Background: an optimization exercise with open tools, aiming at small area. Do not read the settings as production practice. At most, simulation tests tie the RTL to the original design; equivalence was not proved. The RTL of runs 3 and 4 was laid out without a check of its function. Power figures rest on the tool's default switching activity, not on a simulated workload.

## run.sh

```bash
#!/bin/bash
# synth_recipe.tcl (not shown) runs the flow's synth.tcl, then flattens the netlist and writes it again
# the make line also repeats each setting of config.mk as NAME=value (left out here)
make -C /OpenROAD-flow-scripts/flow DESIGN_CONFIG=/design/flow/config.mk WORK_HOME=/design/flow/orfs CLKGATE_MAP_FILE= SYNTH_SCRIPT=/design/flow/synth_recipe.tcl finish
```

## config.mk

```make
export PLATFORM = sky130hd
export DESIGN_NAME = top_FSM_LightStand_PWM
export DESIGN_NICKNAME = top_FSM_LightStand_PWM
export VERILOG_FILES = /design/flow/design.v
export SDC_FILE = /design/flow/constraint.sdc
export NUM_CORES = 4
export LEC_CHECK = 0
export CAP_MARGIN = 20
export CORE_MARGIN = 2
export CORE_UTILIZATION = 40
export CTS_BUF_LIST = sky130_fd_sc_hd__clkbuf_4
export CTS_CLUSTER_DIAMETER = 100
export CTS_CLUSTER_SIZE = 32
export SLEW_MARGIN = 20
```

## constraint.sdc

```tcl
create_clock -name core_clock -period 10.0 [get_ports {i_clk}]
set_input_delay 2.0000 -clock core_clock [delete_from_list [all_inputs] [get_ports {i_clk}]]
set_output_delay 2.0000 -clock core_clock [all_outputs]
set_load 0.01 [all_outputs]
```

## design.v

```verilog
`timescale 1ns / 1ps
module top_FSM_LightStand_PWM(
    input i_clk, i_reset,
    input [2:0] i_button,
    output o_light
    );
    localparam [12:0] CNT_OFS  = 13'd128;
    localparam [12:0] CNT_END  = CNT_OFS + 13'd5000;
    localparam [12:0] CNT_SEEN = 13'b1010000001000;
    localparam [9:0]  PWM_OFS  = 10'd1;
    localparam [9:0]  PWM_END  = PWM_OFS + 10'd999;
    localparam [9:0]  PWM_SEEN = 10'b1111101000;
    reg [6:0] r_div;
    wire w_tick = (r_div[5:0] == 6'b100011);
    always @(posedge i_clk or posedge i_reset) begin
        if (i_reset) r_div <= 7'd12;
        else r_div <= {r_div[5:0], r_div[6] ^ r_div[0] ^ w_tick};
    end
    reg [49:0] r_ring;
    reg [3:0] r_carry;       
    reg [2:1] r_pushed;      
    reg [2:0] r_level;       
    reg r_light;
    wire [12:0] w_cnt0 = r_ring[12:0];
    wire [12:0] w_cnt1 = r_ring[25:13];
    wire [12:0] w_cnt2 = r_ring[38:26];
    wire [9:0]  w_pwm  = r_ring[48:39];
    wire [2:0]  w_p    = {r_pushed, r_ring[49]};
    wire [2:0] w_full = {
        (w_cnt2 & CNT_SEEN) == (CNT_END & CNT_SEEN),
        (w_cnt1 & CNT_SEEN) == (CNT_END & CNT_SEEN),
        (w_cnt0 & CNT_SEEN) == (CNT_END & CNT_SEEN)};
    wire w_pwm_full = (w_pwm & PWM_SEEN) == (PWM_END & PWM_SEEN);
    wire [2:0] w_diff = i_button ^ w_p;
    wire [2:0] w_flip = {3{w_tick}} & w_diff & w_full;    
    wire [2:0] w_inc  = {3{w_tick}} & w_diff & ~w_full;
    wire [2:0] w_rel  = w_flip & w_p;                     
    wire w_pwm_clr = w_tick & w_pwm_full;
    wire w_pwm_inc = w_tick & ~w_pwm_full;
    wire [3:0] w_cin = r_carry | {w_pwm_inc, w_inc};
    wire [3:0] w_ain = {r_ring[39], r_ring[26], r_ring[13], r_ring[0]};
    wire [3:0] w_sum = w_ain ^ w_cin;
    wire [49:0] w_clr;
    wire [49:0] w_val;
    assign w_clr = {1'b0, {10{w_pwm_clr}}, {13{w_flip[2]}}, {13{w_flip[1]}}, {13{w_flip[0]}}};
    assign w_val = {1'b0, PWM_OFS, CNT_OFS, CNT_OFS, CNT_OFS};
    localparam [49:0] CHG = {1'b0, PWM_END ^ PWM_OFS, CNT_END ^ CNT_OFS, CNT_END ^ CNT_OFS, CNT_END ^ CNT_OFS};
    wire [49:0] w_in = {w_sum[0], r_ring[49:40], w_sum[3], r_ring[38:27], w_sum[2],
                        r_ring[25:14], w_sum[1], r_ring[12:1]};
    wire [49:0] w_at = {r_ring[0], r_ring[49:1]};    
    wire [49:0] w_next;
    genvar g;
    generate for (g = 0; g < 50; g = g + 1) begin : sh
        localparam integer S = (g + 1) % 50;    
        if (S == 49)
            assign w_next[g] = r_ring[49] ^ w_flip[0];
        else if (CHG[S])
            assign w_next[g] = w_clr[S] ? w_val[S] : w_in[g];
        else
            assign w_next[g] = w_in[g];
    end endgenerate
    function lt_const(input [9:0] a, input [9:0] k);
        integer i;
        reg lt, eq;
        begin
            lt = 1'b0; eq = 1'b1;
            for (i = 9; i >= 0; i = i - 1) begin
                if (k[i]) begin
                    lt = lt | (eq & ~a[i]);
                    eq = eq & a[i];
                end else
                    eq = eq & ~a[i];
            end
            lt_const = lt;
        end
    endfunction
    reg [2:0] w_lnext;
    always @(*) begin
        w_lnext = r_level;
        if (w_rel[0])
            case (r_level)
                3'd0: w_lnext = 3'd1;
                3'd1: w_lnext = 3'd2;
                3'd2: w_lnext = 3'd3;
                default: w_lnext = 3'd4;
            endcase
        else if (w_rel[1])
            case (r_level)
                3'd4: w_lnext = 3'd3;
                3'd3: w_lnext = 3'd2;
                3'd2: w_lnext = 3'd1;
                default: w_lnext = 3'd0;
            endcase
        else if (w_rel[2])
            w_lnext = 3'd0;
    end
    reg w_y;
    always @(*) begin
        case (r_level)
            3'd1: w_y = lt_const(w_pwm, PWM_OFS + 10'd300);
            3'd2: w_y = lt_const(w_pwm, PWM_OFS + 10'd600);
            3'd3: w_y = lt_const(w_pwm, PWM_OFS + 10'd800);
            3'd4: w_y = lt_const(w_pwm, PWM_OFS + 10'd999);
            default: w_y = 1'b0;
        endcase
    end
    localparam [49:0] TICK0 = {1'b0, PWM_OFS + 10'd1, CNT_OFS, CNT_OFS, CNT_OFS};
    localparam [49:0] RESET = {TICK0[0], TICK0[49:1]};
    always @(posedge i_clk or posedge i_reset) begin
        if (i_reset) begin
            r_ring <= RESET;
            r_carry <= 4'd0;
            r_pushed <= 2'b00;
            r_level <= 3'd0;
            r_light <= 1'b0;
        end else begin
            r_ring <= w_next;
            r_carry <= w_cin & w_ain;
            r_pushed <= r_pushed ^ w_flip[2:1];
            r_level <= w_lnext;
            if (w_tick) r_light <= w_y;
        end
    end
    assign o_light = r_light;
endmodule
```

==> reports/metrics.cfg, run 1 <==
[placed_design]
io_buffer_count=5
place_area_um2=2500
gp_congestion=0.817
dp_hpwl_um=2220
place_inst=242

[global_route]
grt.total_usage_pct=13.2
grt_pass1_wl_um=6130
grt_pass1_vias=1327
top_usage_layer=met2
use_met2_pct=18.7
gr-total-overflow=0
grt_max_degree=68
antenna_found_initial=0
grtUsageMet1_pct=16.1
use_met3_pct=7.00

[route]
dr.pass1.iters=4
drc=0
wire_per_inst_um=13.7
drt_wl_total_um=3530
ant_nets=0
vias=1254
dr.first_iter.drc_count=121
via_per_inst=4.86

[timing]
drv_slew=0
rsz0062_at_grt=no
relSlewSlack_pct=48.1
setup_viol=0
hold_viol=0
worst_clock_skew_ns=0.0123
fin_tns_setup_ns=0
fmaxAchievable_mhz=298
tightest_slew_ns=0.779
post-route-period-util_pct=33.6
fin_crit_ns=3.36

[synth]
synth_flop_cell=dfrtp_1
yosys.area.top_type=dfrtp_1
synth.most_common_cell=dfrtp_1
synth_edf_count=0
avgSynthCellArea_um2=14.4
syn_area_um2=2370
ys_ff_latch=67
syn-num-nets=176
synthDistinctLibCells=39
synth_cells=164
synth_warnings=1
async_reset_ff_share_pct=100
ys_top_cells_by_area=dfrtp_1 (64%), dfstp_2 (6.7%), nor2b_1 (4.0%)
synth_top_area_share_pct=64.4
ys_top_cells_by_count=dfrtp_1 (61), nor2b_1 (15), ha_1 (7)
seq_area_frac_synth_pct=71.1

[clock_tree]
clk_pin_slew_ns=0.11
cts-root-buf=clkbuf_4
clockBufferDepth=2
htreeDepth=3
clk_latency_ns=0.42
numCtsBuffers=9
hold_buffers=0
clkSinkCount=67
cts_tree=yes
post_cts_buffers=0
cts_resized=0

[final_layout]
antenna_cells=0
final_util_pct=45.9
drive_gt1_share_pct=16.9
area_growth_pct=12.7
multi_input_area_um2=654
nets=190
fillCellCount=544
fin_area_um2=2670
regArea_um2=1680
finalNonFillerCells=258

[setup_path]
critPathCaptureType=output port
critPathTopFamily=buffers and inverters
cpPeakStageDelay_ns=0.55
worstPathCellList=clkdlybuf4s50_1
critPathRequiredTime_ns=8.00
crit_arrival_ns=1.36
crit_fanout=3
cp_num_buf_inv=1
path_class=flip-flop to output port
crit_slowest_cell=clkdlybuf4s50_1
worst_setup_path_start_kind=flip-flop

[outcome]
outcome=timing/DRC/antenna clean

[pwr]
p_per_area_nw_per_um2=181
leakagePower_nw=1.36
ir_drop_mv=0.108
power_mw=0.482

[flow_run]
max_cap_viol_count=0

[floorplan]
rows=28
die_w_um=81.0
initial_utilization_pct=40.7
ios=6
die_h_um=81.0
die_area_um2=6560
core_um2=5820

[hold_path]
hold_class=flip-flop to flip-flop

## area by class of cell
type	count	area share (%)
Clock buffer	10	2.81
Tap cell	75	3.51
Clock inverter	6	3.37
Multi-Input combinational cell	91	24.5
Sequential cell	67	63.1
Timing Repair Buffer	7	2.44
Inverter	2	0.281
## final timing paths
check / start / to / slack, ns / depth (start not counted)
worst min register to register: r_ring[2] / r_ring[1] / 0.36 / 0
worst min-delay path: r_ring[2] / r_ring[1] / 0.36 / 0
min in group asynchronous: i_reset / r_div[0] / 2.13 / 3
worst max register to register: r_div[3] / r_level[0] / 7.84 / 8
worst max-delay path: r_light / o_light / 6.64 / 1
max in group asynchronous: i_reset / r_ring[5] / 7.36 / 3
## where the power goes
part	internal, mW	leakage [nW]	switching [mW]
registers	0.272	0.902	0.000651
clock network	0.105	0.0866	0.0953
logic	0.00296	0.374	0.00667
total	0.380	1.36	0.103
## metrics by stage
step,hold slack [ns],worst slack (ns)
after global placement,0.334,6.38
after CTS,0.361,6.58
after detailed placement,0.337,6.23
final,0.359,6.64
after floorplan,0.331,6.33
after global routing,0.371,6.54
## layer usage
layer,share of wire (%),vias up,wire length (µm)
met2,46,20,1640
met3,4.8,8,168
met4,2.3,0,80
met5,0,-,0
li1,-,594,-
met1,46,632,1640
## sequential cells by signal (all words and copies together) (netlist names)
register  flops
r_level       3
r_pushed      2
r_div         7
r_carry       4
r_ring       50
r_light       1
## kinds of logic after synthesis
logic type      synth area share, %
mux                           0.422
simple gates                   15.2
compound gates                 6.07
xor+xnor                       2.22
buf+inv                        1.32
fa+ha+maj                      3.70
flops                          71.1
## layout by cell type (no fill, tap or decap), types with 3 or more instances in the layout
| cell type | synthesis | layout |
|---|---|---|
| nand3_1 | 5 | 5 |
| nand2_1 | 6 | 6 |
| clkbuf_4 | 0 | 10 |
| clkdlybuf4s50_1 | 0 | 5 |
| nand2b_1 | 3 | 3 |
| or3_1 | 3 | 3 |
| nor2_1 | 5 | 5 |
| dfrtp_1 | 61 | 61 |
| ha_1 | 7 | 7 |
| nor3_4 | 3 | 3 |
| a21oi_1 | 3 | 3 |
| nor2b_1 | 15 | 15 |
| o21ai_0 | 5 | 5 |
| xnor2_1 | 5 | 5 |
| a21o_1 | 3 | 3 |
| or2_1 | 3 | 3 |
| nor3_1 | 4 | 4 |
| dfstp_2 | 6 | 6 |
## worst reg2reg max path: cells and delay by family, from the launching register on
| family | cells | cell delay [ns] |
|---|---|---|
| simple gates | 3 | 0.63 |
| compound gates | 3 | 0.52 |
| flops | 1 | 0.39 |
| fa+ha+maj | 1 | 0.31 |
| buf+inv | 1 | 0.21 |
==> run 2: changes to the inputs <==
==> flow/run.sh (new file) <==
#!/bin/bash
# The standard layout with three changes: CTS without dummy clock loads,
# port buffers of the smallest buffer cell, and downsizing of gates off the
# critical path after global routing.
set -euo pipefail
bash standard.sh \
  "CTS_ARGS=-sink_clustering_enable -repair_clock_nets -dont_use_dummy_load -buf_list sky130_fd_sc_hd__clkbuf_4 -sink_clustering_size 32 -sink_clustering_max_diameter 100" \
  "BUFFER_PORTS_ARGS=-buffer_cell sky130_fd_sc_hd__buf_1" \
  RECOVER_POWER=100 \
  finish > standard.log 2>&1
==> standard.sh (new file) <==
#!/bin/bash
# synth_recipe.tcl (not shown) runs the flow's synth.tcl, then flattens the netlist and writes it again
# the make line also repeats each setting of config.mk as NAME=value (left out here)
make -C /OpenROAD-flow-scripts/flow DESIGN_CONFIG=/design/flow/config.mk WORK_HOME=/design/flow/orfs CLKGATE_MAP_FILE= SYNTH_SCRIPT=/design/flow/synth_recipe.tcl "${@:-finish}"
removed: run.sh
==> run 2 against run 1 <==
Compared with the run above:
- setup slack got worse by 1.4 ns
- count of clock-buffer cells in the layout fell by 1
- die area did not move
- cell count fell by 2.7%
- maximum frequency fell by 30%
- final area fell by 6.8%
- now fails the layout checks on max-capacitance violations, max-slew violations
==> reports/metrics.cfg, run 2 <==
[outcome]
outcome=failed layout checks
failed_checks=max-capacitance violations, max-slew violations

[synth]
yosys.area.top_type=dfrtp_1
ys_ff_latch=67
synth_flop_cell=dfrtp_1
synthDistinctLibCells=39
synth_edf_count=0
avgSynthCellArea_um2=14.4
synth.most_common_cell=dfrtp_1
ys_top_cells_by_area=dfrtp_1 (64%), dfstp_2 (6.7%), nor2b_1 (4.0%)
synth_top_area_share_pct=64.4
synth_cells=164
seq_area_frac_synth_pct=71.1
ys_top_cells_by_count=dfrtp_1 (61), nor2b_1 (15), ha_1 (7)
syn-num-nets=176
synth_warnings=1
async_reset_ff_share_pct=100
syn_area_um2=2370

[final_layout]
finalNonFillerCells=251
drive_gt1_share_pct=7.95
largest_reg_flops=50
area_growth_pct=5.02
top_register=r_ring
top_regs=r_ring (50), r_div (7), r_carry (4)
final_common_cell=dfrtp_1
nets=190
final_util_pct=42.8
antenna_cells=0
fillCellCount=573
fin_area_um2=2490
mostFrequentLayoutCells=dfrtp_1 (61), nor2b_1 (15), clkbuf_4 (9)

[route]
via_per_inst=4.95
dr.pass1.iters=5
dr.first_iter.drc_count=116
drt_wl_total_um=3570
drc=0
ant_nets=0
wire_per_inst_um=14.2
vias=1243

[clock_tree]
clk_latency_ns=0.40
cts_tree=yes
numCtsBuffers=9
cts-root-buf=clkbuf_4
cts_resized=0
clkSinkCount=67
post_cts_buffers=0
hold_buffers=0
clockBufferDepth=2
htreeDepth=3
clk_pin_slew_ns=0.10

[global_route]
grt_pass1_vias=1313
grt_pass1_wl_um=6430
antenna_found_initial=0
grt.total_usage_pct=13.8
grt_max_degree=68
gr-total-overflow=0

[timing]
post-route-period-util_pct=47.6
hold_ws_ns=0.335
hold_viol=0
setup_viol=0
fmaxAchievable_mhz=210
setup_slack_ns=5.24
drv_slew=68
fin_tns_setup_ns=0
worst_clock_skew_ns=0.0340
relSlewSlack_pct=-123
rsz0062_at_grt=no
tightest_slew_ns=3.35
fin_crit_ns=4.76

[flow_run]
max_cap_viol_count=1

[pwr]
power_mw=0.398
p_per_area_nw_per_um2=160
ir_drop_mv=0.106
leakagePower_nw=1.25

[floorplan]
initial_utilization_pct=40.7
die_h_um=81.0
ios=6
core_um2=5820
rows=28
die_area_um2=6560
die_w_um=81.0

[setup_path]
crit_fanout=67
crit_slowest_cell=clkbuf_1
cpPeakStageDelay_ns=2.34
path_class=primary input to async pin
worstPathCellList=buf_1 > clkinv_1 > clkbuf_1
worst_setup_path_start_kind=primary input
critPathCaptureType=async pin
crit_arrival_ns=4.49
critPathRequiredTime_ns=9.72

[placed_design]
pre_cts_slack_ns=6.62
dp_hpwl_um=2340
io_buffer_count=5
place_area_um2=2470
gp_congestion=0.810
place_inst=242

[hold_path]
hold_class=flip-flop to flip-flop

[run 2: cell counts after synthesis]
No cell type changed its count.
[run 2: logic make-up after synthesis]
logic type      count (synthesis)  share of synthesized area [%]
compound gates                 21                           6.07
xor+xnor                        6                           2.22
fa+ha+maj                       7                           3.70
buf+inv                         6                           1.32
flops                          67                           71.1
mux                             1                          0.422
simple gates                   56                           15.2
[run 2: worst max-delay path: cells and delay by family]
kind	cells	cell delay, ns
buf+inv	3	2.44
[run 2: worst paths after layout]
| check | start | end | slack [ns] | cells past startpoint |
|---|---|---|---|---|
| max | i_reset | r_ring[44] | 5.24 | 3 |
| min reg2reg | r_ring[5] | r_ring[4] | 0.34 | 0 |
| min | r_ring[5] | r_ring[4] | 0.34 | 0 |
| max in group core_clock | i_button[0] | r_level[0] | 6.81 | 7 |
| max reg2reg | r_div[2] | r_level[0] | 7.34 | 8 |
| min in group asynchronous | i_reset | r_ring[18] | 2.85 | 3 |
[run 2: routing by layer]
metal  wire length (µm)  up-vias  global-route usage, %
met5                  0        -                      0
met1               1720      627                   18.1
met3                169        5                   7.33
li1                   -      588                      -
met4                 54        0                   5.59
met2               1620       23                   19.2
[run 2: area by class of cell]
type                       instances  area, µm²  area share (%)
inverter                           2       7.51           0.302
tap                               75       93.8            3.77
clock buffer                       9       67.6            2.71
multi-input combinational         91        609            24.5
timing repair buffer               7       26.3            1.06
sequential                        67       1680            67.7
[run 2: power by group]
group	switching, mW	internal, mW
Combinational	0.00624	0.00172
Sequential	0.000611	0.272
Clock	0.0752	0.0417
Total	0.0820	0.316
==> run 3: changes to the inputs <==
==> design.v (replaced) <==
`timescale 1ns / 1ps
module top_FSM_LightStand_PWM(
    input i_clk, i_reset,
    input [2:0] i_button,
    output o_light
    );
    reg [6:0] r_div;
    wire w_tick = (r_div == 7'd99);
    always @(posedge i_clk or posedge i_reset) begin
        if (i_reset) r_div <= 7'd50;
        else if (w_tick) r_div <= 7'd0;
        else r_div <= r_div + 7'd1;
    end
    reg [49:0] r_ring;
    reg [3:0] r_carry;       
    reg [2:1] r_pushed;      
    reg [2:0] r_level;       
    reg r_light;
    wire [12:0] w_cnt0 = r_ring[12:0];
    wire [12:0] w_cnt1 = r_ring[25:13];
    wire [12:0] w_cnt2 = r_ring[38:26];
    wire [9:0]  w_pwm  = r_ring[48:39];
    wire [2:0]  w_p    = {r_pushed, r_ring[49]};
    wire [2:0] w_full = {
        w_cnt2[12] & w_cnt2[9] & w_cnt2[8] & w_cnt2[7] & w_cnt2[3],
        w_cnt1[12] & w_cnt1[9] & w_cnt1[8] & w_cnt1[7] & w_cnt1[3],
        w_cnt0[12] & w_cnt0[9] & w_cnt0[8] & w_cnt0[7] & w_cnt0[3]};
    wire w_pwm_full = w_pwm[9] & w_pwm[8] & w_pwm[7] & w_pwm[6] & w_pwm[5]
                    & w_pwm[2] & w_pwm[1] & w_pwm[0];
    wire [2:0] w_diff = i_button ^ w_p;
    wire [2:0] w_flip = {3{w_tick}} & w_diff & w_full;    
    wire [2:0] w_inc  = {3{w_tick}} & w_diff & ~w_full;
    wire [2:0] w_rel  = w_flip & w_p;                     
    wire w_pwm_clr = w_tick & w_pwm_full;
    wire w_pwm_inc = w_tick & ~w_pwm_full;
    wire [3:0] w_cin = r_carry | {w_pwm_inc, w_inc};
    wire [3:0] w_ain = {r_ring[39], r_ring[26], r_ring[13], r_ring[0]};
    wire [49:0] w_next;
    genvar g;
    generate for (g = 0; g < 50; g = g + 1) begin : sh
        if (g == 49)      assign w_next[g] = w_ain[0] ^ w_cin[0];
        else if (g == 12) assign w_next[g] = w_ain[1] ^ w_cin[1];
        else if (g == 25) assign w_next[g] = w_ain[2] ^ w_cin[2];
        else if (g == 38) assign w_next[g] = (w_ain[3] & ~w_pwm_clr) ^ w_cin[3];
        else if (g == 48) assign w_next[g] = r_ring[49] ^ w_flip[0];
        else if (g == 2 || g == 6 || g == 7 || g == 8 || g == 11)
            assign w_next[g] = r_ring[g+1] & ~w_flip[0];
        else if (g == 15 || g == 19 || g == 20 || g == 21 || g == 24)
            assign w_next[g] = r_ring[g+1] & ~w_flip[1];
        else if (g == 28 || g == 32 || g == 33 || g == 34 || g == 37)
            assign w_next[g] = r_ring[g+1] & ~w_flip[2];
        else if (g == 39 || g == 40 || g == 43 || g == 44 || g == 45 || g == 46 || g == 47)
            assign w_next[g] = r_ring[g+1] & ~w_pwm_clr;
        else
            assign w_next[g] = r_ring[g+1];
    end endgenerate
    reg [2:0] w_lnext;
    always @(*) begin
        if (w_rel[0]) w_lnext = (r_level == 3'd4) ? 3'd4 : r_level + 3'd1;
        else if (w_rel[1]) w_lnext = (r_level == 3'd0) ? 3'd0 : r_level - 3'd1;
        else if (w_rel[2]) w_lnext = 3'd0;
        else w_lnext = r_level;
    end
    reg w_y;
    always @(*) begin
        case (r_level)
            3'd1: w_y = (w_pwm < 10'd300);
            3'd2: w_y = (w_pwm < 10'd600);
            3'd3: w_y = (w_pwm < 10'd800);
            3'd4: w_y = (w_pwm < 10'd999);
            default: w_y = 1'b0;
        endcase
    end
    always @(posedge i_clk or posedge i_reset) begin
        if (i_reset) begin
            r_ring <= 50'd1 << 38;    
            r_carry <= 4'd0;
            r_pushed <= 2'b00;
            r_level <= 3'd0;
            r_light <= 1'b0;
        end else begin
            r_ring <= w_next;
            r_carry <= w_cin & w_ain;
            if (w_tick) begin
                r_pushed <= r_pushed ^ w_flip[2:1];
                r_level <= w_lnext;
                r_light <= w_y;
            end
        end
    end
    assign o_light = r_light;
endmodule
==> run.sh (new file) <==
#!/bin/bash
# synth_recipe.tcl (not shown) runs the flow's synth.tcl, then flattens the netlist and writes it again
# the make line also repeats each setting of config.mk as NAME=value (left out here)
make -C /OpenROAD-flow-scripts/flow DESIGN_CONFIG=/design/flow/config.mk WORK_HOME=/design/flow/orfs CLKGATE_MAP_FILE= SYNTH_SCRIPT=/design/flow/synth_recipe.tcl finish
--- a/config.mk
+++ b/config.mk
@@ -10,5 +10,2 @@
 export CORE_UTILIZATION = 40
-export CTS_BUF_LIST = sky130_fd_sc_hd__clkbuf_4
-export CTS_CLUSTER_DIAMETER = 100
-export CTS_CLUSTER_SIZE = 32
 export SLEW_MARGIN = 20
removed: flow/run.sh
removed: standard.sh
==> run 3 against run 2 <==
Compared with the run above:
- the run now finishes clean
- die area up 9.2%
- clock skew down 0.025 ns
- sequential share of layout area down 11 points
- cell count up 18%
- critical path depth up 5
- hold slack better by 0.015 ns
- critical endpoint is now r_level[1]
==> reports/metrics.cfg, run 3 <==
[synth]
syn-num-nets=217
ys_top_cells_by_area=dfrtp_1 (61%), ha_1 (6.3%), nor2b_1 (5.5%)
syn_area_um2=2600
synthDistinctLibCells=39
seq_area_frac_synth_pct=64.7
ys_top_cells_by_count=dfrtp_1 (63), nor2b_1 (23), ha_1 (13)
synth_edf_count=0
synth.most_common_cell=dfrtp_1
synth_warnings=1
synth_cells=199
yosys.area.top_type=dfrtp_1
synth_flop_cell=dfrtp_1
ys_ff_latch=67
synth_top_area_share_pct=60.7
async_reset_ff_share_pct=100
avgSynthCellArea_um2=13.1

[global_route]
grt_pass1_vias=1481
grt_pass1_wl_um=6910
gr-total-overflow=0
grt.total_usage_pct=12.7
grt_max_degree=68
antenna_found_initial=0

[route]
dr.pass1.iters=4
dr.first_iter.drc_count=80
wire_per_inst_um=13.2
ant_nets=0
vias=1465
drt_wl_total_um=3880
drc=0
via_per_inst=4.97

[timing]
hold_viol=0
fin_crit_ns=3.75
fin_tns_setup_ns=0
setup_viol=0
drv_slew=0
hold_ws_ns=0.350
worst_clock_skew_ns=0.00871
post-route-period-util_pct=37.5
rsz0062_at_grt=no
fmaxAchievable_mhz=267
relSlewSlack_pct=46.7
tightest_slew_ns=0.799

[final_layout]
final_common_cell=dfrtp_1
mostFrequentLayoutCells=dfrtp_1 (63), nor2b_1 (23), ha_1 (13)
top_regs=r_ring (50), r_div (7), r_carry (4)
area_growth_pct=13.5
nets=231
largest_reg_flops=50
fillCellCount=580
drive_gt1_share_pct=13.3
top_register=r_ring
final_util_pct=46.7
antenna_cells=0

[setup_path]
critPathTopFamily=simple AND/OR/NAND/NOR gates
crit_fanout=7
worstPathCellList=clkdlybuf4s50_1 > xnor2_1 > nor3_2 > ha_1 > nor2b_1 > a21boi_0 > o221ai_1 > mux2_2
crit_slowest_cell=clkdlybuf4s50_1
critPathRequiredTime_ns=10.22
worst_setup_path_start_kind=primary input
critPathCaptureType=flip-flop
crit_arrival_ns=3.97
cp_num_buf_inv=1
cpPeakStageDelay_ns=0.41
path_class=primary input to flip-flop

[flow_run]
max_cap_viol_count=0

[pwr]
switchingPower_mw=0.105
clkPwrFrac_pct=46.1
p_seq_share_pct=52.3
ir_drop_mv=0.0869
leakagePower_nw=1.46
p_int_mw=0.414
p_per_area_nw_per_um2=176
switching_share_pct=20.2
combPwrFrac_pct=1.6

[clock_tree]
htreeDepth=3
post_cts_buffers=0
clk_pin_slew_ns=0.07
hold_buffers=0
clockBufferDepth=2
numCtsBuffers=9
cts_resized=0
clkSinkCount=67
clk_latency_ns=0.34
cts-root-buf=clkbuf_8
cts_tree=yes

[floorplan]
core_um2=6310
die_h_um=84.6
die_w_um=84.6
rows=29
ios=6
die_area_um2=7160
initial_utilization_pct=41.2

[placed_design]
gp_congestion=0.862
io_buffer_count=5
dp_hpwl_um=2520

[hold_path]
hold_class=flip-flop to flip-flop

[outcome]
outcome=timing/DRC/antenna clean

==> run 3: cell families (layout without fill, tap and decap cells) <==
kind of cell             Yosys count  after routing  synth area share (%)
multiplexers                       2              2                 0.818
adder cells (fa/ha/maj)           13             13                  6.26
XOR/XNOR                           8              8                  2.70
AND/OR/NAND/NOR                   72             72                  15.9
flip-flops                        67             67                  64.7
AO/OA/AOI/OAI                     29             29                  8.04
buffers and inverters              8             27                  1.54
==> run 3: power by group through the flow <==
stage               sequential, mW  clock (mW)  combinational (mW)
finish                       0.271       0.239             0.00812
global route                 0.271       0.262             0.00983
CTS                          0.271       0.249             0.00867
detailed placement           0.276           0             0.00872
global placement             0.276           0             0.00860
floorplan                    0.276           0             0.00511
==> run 3: path summary, 6_finish.rpt <==
path | startpoint | end | slack [ns] | depth (start not counted)
setup / recovery | i_button[0] | r_level[1] | 6.25 | 8
hold / removal | r_ring[17] | r_ring[16] | 0.35 | 0
setup reg to reg | r_div[1] | r_level[1] | 7.08 | 9
hold reg to reg | r_ring[17] | r_ring[16] | 0.35 | 0
max in group asynchronous | i_reset | r_div[3] | 7.26 | 3
min in group asynchronous | i_reset | r_ring[31] | 2.19 | 3
==> run 3: cell type report <==
class                   count  area, µm²  share of cell area (%)
clock buffers              10        128                    4.33
multi-input cells         124        877                    29.7
well taps                  77       96.3                    3.27
repair buffers              6       57.6                    1.95
clock inverters             6       90.1                    3.05
flip-flops and latches     67       1680                    57.0
inverters                   5       18.8                   0.636
==> run 3: per-layer routing <==
metal | track usage [%] | up-vias | part of all wire, %
li1 | - | 714 | -
met1 | 17.7 | 730 | 52
met2 | 17.5 | 17 | 43
met3 | 6.19 | 4 | 4.2
met4 | 3.90 | 0 | 0.98
met5 | 0 | - | 0
==> run 3: worst register-to-register path: cells and delay by family, from the launching register on <==
kind / cells / cell delay (ns)
mux: 1 / 0.29
simple gates: 4 / 1.03
flops: 1 / 0.54
compound gates: 2 / 0.32
fa+ha+maj: 2 / 0.63
==> run 3: metrics by stage <==
step,instances,cell area [µm²],setup slack [ns],power (mW)
3_3_place_gp,279,2730,6.01,0.285
5_1_grt,295,2950,6.11,0.543
2_1_floorplan,199,2600,6.32,0.282
6_report,295,2950,6.25,0.519
4_1_cts,295,2950,6.28,0.529
3_5_place_dp,279,2730,5.93,0.285
==> run 4: changes to the inputs <==
--- a/config.mk
+++ b/config.mk
@@ -10,2 +10,5 @@
 export CORE_UTILIZATION = 40
+export CTS_BUF_LIST = sky130_fd_sc_hd__clkbuf_4
+export CTS_CLUSTER_DIAMETER = 100
+export CTS_CLUSTER_SIZE = 32
 export SLEW_MARGIN = 20
==> run 4 against run 3 <==
Compared with the run above:
- largest cell class unchanged
- sequential cell count stayed put
- setup slack better by 0.10 ns
- highest routed layer unchanged
- first-iteration DRC count is 25% lower
- largest power group unchanged
- still clean
==> reports/metrics.cfg, run 4 <==
[placed_design]
dp_hpwl_um=2520
place_area_um2=2730
gp_congestion=0.862
pre_cts_slack_ns=5.93
io_buffer_count=5

[clock_tree]
clk_pin_slew_ns=0.11
hold_buffers=0
cts_tree=yes
htreeDepth=3
post_cts_buffers=0
clkSinkCount=67
clockBufferDepth=2
clk_latency_ns=0.40
cts_resized=0
cts-root-buf=clkbuf_4
numCtsBuffers=9

[global_route]
grt.total_usage_pct=12.7
antenna_found_initial=0
grt_max_degree=68
gr-total-overflow=0
grt_pass1_vias=1485
grt_pass1_wl_um=6860

[final_layout]
multi_input_area_um2=877
fillCellCount=586
antenna_cells=0
regArea_um2=1680
final_common_cell=dfrtp_1
largest_reg_flops=50
mostFrequentLayoutCells=dfrtp_1 (63), nor2b_1 (23), ha_1 (13)
drive_gt1_share_pct=13.8
final_util_pct=45.9
nets=231
top_regs=r_ring (50), r_div (7), r_carry (4)
fin_area_um2=2900
top_register=r_ring
area_growth_pct=11.5

[timing]
worst_clock_skew_ns=0.0122
hold_viol=0
setup_viol=0
fin_crit_ns=3.64
rsz0062_at_grt=no
tightest_slew_ns=0.803
relSlewSlack_pct=46.4
setup_slack_ns=6.36
fin_tns_setup_ns=0
drv_slew=0
post-route-period-util_pct=36.4
fmaxAchievable_mhz=275

[synth]
synth_flop_cell=dfrtp_1
synth_cells=199
synth.most_common_cell=dfrtp_1
synth_edf_count=0
synthDistinctLibCells=39
async_reset_ff_share_pct=100
ys_top_cells_by_count=dfrtp_1 (63), nor2b_1 (23), ha_1 (13)
seq_area_frac_synth_pct=64.7
syn_area_um2=2600
synth_top_area_share_pct=60.7
ys_top_cells_by_area=dfrtp_1 (61%), ha_1 (6.3%), nor2b_1 (5.5%)
syn-num-nets=217
avgSynthCellArea_um2=13.1
ys_ff_latch=67
synth_warnings=1
yosys.area.top_type=dfrtp_1

[setup_path]
crit_arrival_ns=3.95
r2r_slack_ns=7.10
worst_setup_path_start_kind=primary input
cpPeakStageDelay_ns=0.41
critPathRequiredTime_ns=10.30
crit_fanout=7
cp_num_buf_inv=1
critPathCaptureType=flip-flop
crit_slowest_cell=clkdlybuf4s50_1
worstPathCellList=clkdlybuf4s50_1 > xnor2_1 > nor3_2 > ha_1 > nor2b_1 > a21boi_0 > o221ai_1 > mux2_2
r2r-end=r_level[1]
path_class=primary input to flip-flop
critPathTopFamily=buffers and inverters
cp.depth=8
reg2reg_from=r_div[1]
reg2regPathDepth=9

[pwr]
p_int_mw=0.378
clkPwrFrac_pct=41.5
ir_drop_mv=0.112
power_mw=0.477
combPwrFrac_pct=1.7
switchingPower_mw=0.0995
leakagePower_nw=1.44
switching_share_pct=20.9
p_seq_share_pct=56.8
p_per_area_nw_per_um2=165

[route]
wire_per_inst_um=13.1
dr.first_iter.drc_count=60
ant_nets=0
dr.pass1.iters=4
via_per_inst=4.95
drt_wl_total_um=3860
vias=1460
drc=0

[hold_path]
min_delay_path_depth=0
hold_start=r_ring[17]
hold_class=flip-flop to flip-flop
hold_end=r_ring[16]

[outcome]
outcome=timing/DRC/antenna clean

[floorplan]
die_w_um=84.6
core_um2=6310
rows=29
die_h_um=84.6
die_area_um2=7160
initial_utilization_pct=41.2
ios=6

[flow_run]
max_cap_viol_count=0

run 4: cell types whose count changed in the layout (fill, tap and decap cells not counted):
cell	delta
clkbuf_4	+10
clkbuf_1	-1
clkbuf_8	-9
run 4: power by group through the flow:
| stage | clock network [mW] | registers, mW | logic [mW] |
|---|---|---|---|
| 2_1_floorplan | 0 | 0.276 | 0.00511 |
| 3_3_place_gp | 0 | 0.276 | 0.00860 |
| 3_5_place_dp | 0 | 0.276 | 0.00872 |
| 4_1_cts | 0.208 | 0.271 | 0.00866 |
| 5_1_grt | 0.219 | 0.271 | 0.00980 |
| 6_report | 0.198 | 0.271 | 0.00813 |
run 4: logic make-up (layout without fill, tap and decap cells):
kind of cell / count (synthesis) / in the layout / share of synthesized area (%)
simple gates: 72 / 72 / 15.9
mux: 2 / 2 / 0.818
compound gates: 29 / 29 / 8.04
flops: 67 / 67 / 64.7
fa+ha+maj: 13 / 13 / 6.26
xor+xnor: 8 / 8 / 2.70
buf+inv: 8 / 27 / 1.54
run 4: layout make-up:
class                      count  area share [%]
clock buffer                  10            2.59
clock inverter                 6            3.11
inverter                       5           0.648
multi-input combinational    124            30.3
sequential                    67            58.1
tap                           77            3.33
timing repair buffer           6            1.99
run 4: worst reg2reg max path: cells and delay by family, from the launching register on:
| family | cells | cell delay [ns] |
|---|---|---|
| compound gates | 2 | 0.31 |
| fa+ha+maj | 2 | 0.63 |
| flops | 1 | 0.56 |
| mux | 1 | 0.28 |
| simple gates | 4 | 1.03 |
run 4: metal layers:
layer | vias to the layer above | part of all wire [%] | wire [µm] | global-route usage, %
met2 | 13 | 42 | 1630 | 17.1
met5 | - | 0 | 0 | 0
met4 | 0 | 2.5 | 95 | 6.93
met3 | 9 | 3.0 | 115 | 5.01
met1 | 723 | 52 | 2020 | 17.6
li1 | 715 | - | - | -
run 4: worst max-delay path by stage:
stage	start	endpoint
floorplan	i_reset	r_carry[0]
global placement	i_button[0]	r_level[1]
detailed placement	i_button[0]	r_level[1]
CTS	i_button[0]	r_level[1]
global route	i_button[0]	r_level[1]
finish	i_button[0]	r_level[1]
run 4: stage by stage:
step                cells  hold slack (ns)
floorplan             199            0.331
global placement      279            0.332
detailed placement    279            0.335
CTS                   295            0.362
global route          295            0.373
finish                295            0.359

## static timing again, ports no longer ideal
In the flow no input, the clock included, has a driving cell. The finished layouts below were timed again as built, in two steps. Step 1: set_driving_cell puts a clkbuf_16 on i_clk and a buf_2 on each other input, an assumption about the parent block. Step 2 moves the port delays by t, midway between the first and last clock arrival at a register: inputs arrive t later, outputs are due t later. That takes back most of the time a late clock gives input paths. Slacks: no drivers / after step 1 / after step 2; pairs: no drivers / after step 1.
run	t, ns	setup WS [ns]	cell pins on the clock port's net
run 1	0.435	6.641 / 6.616 / 6.230	1
run 2	0.407	5.235 / 5.240 / 4.833	1
run 3	0.362	6.254 / 6.259 / 5.896	1
run 4	0.425	6.357 / 6.362 / 5.937	1
For run 4, which loses most, drivers alone change the setup slack by +0.005 ns; drivers and shift together by -0.420 ns. Setup slack includes reset recovery checks.
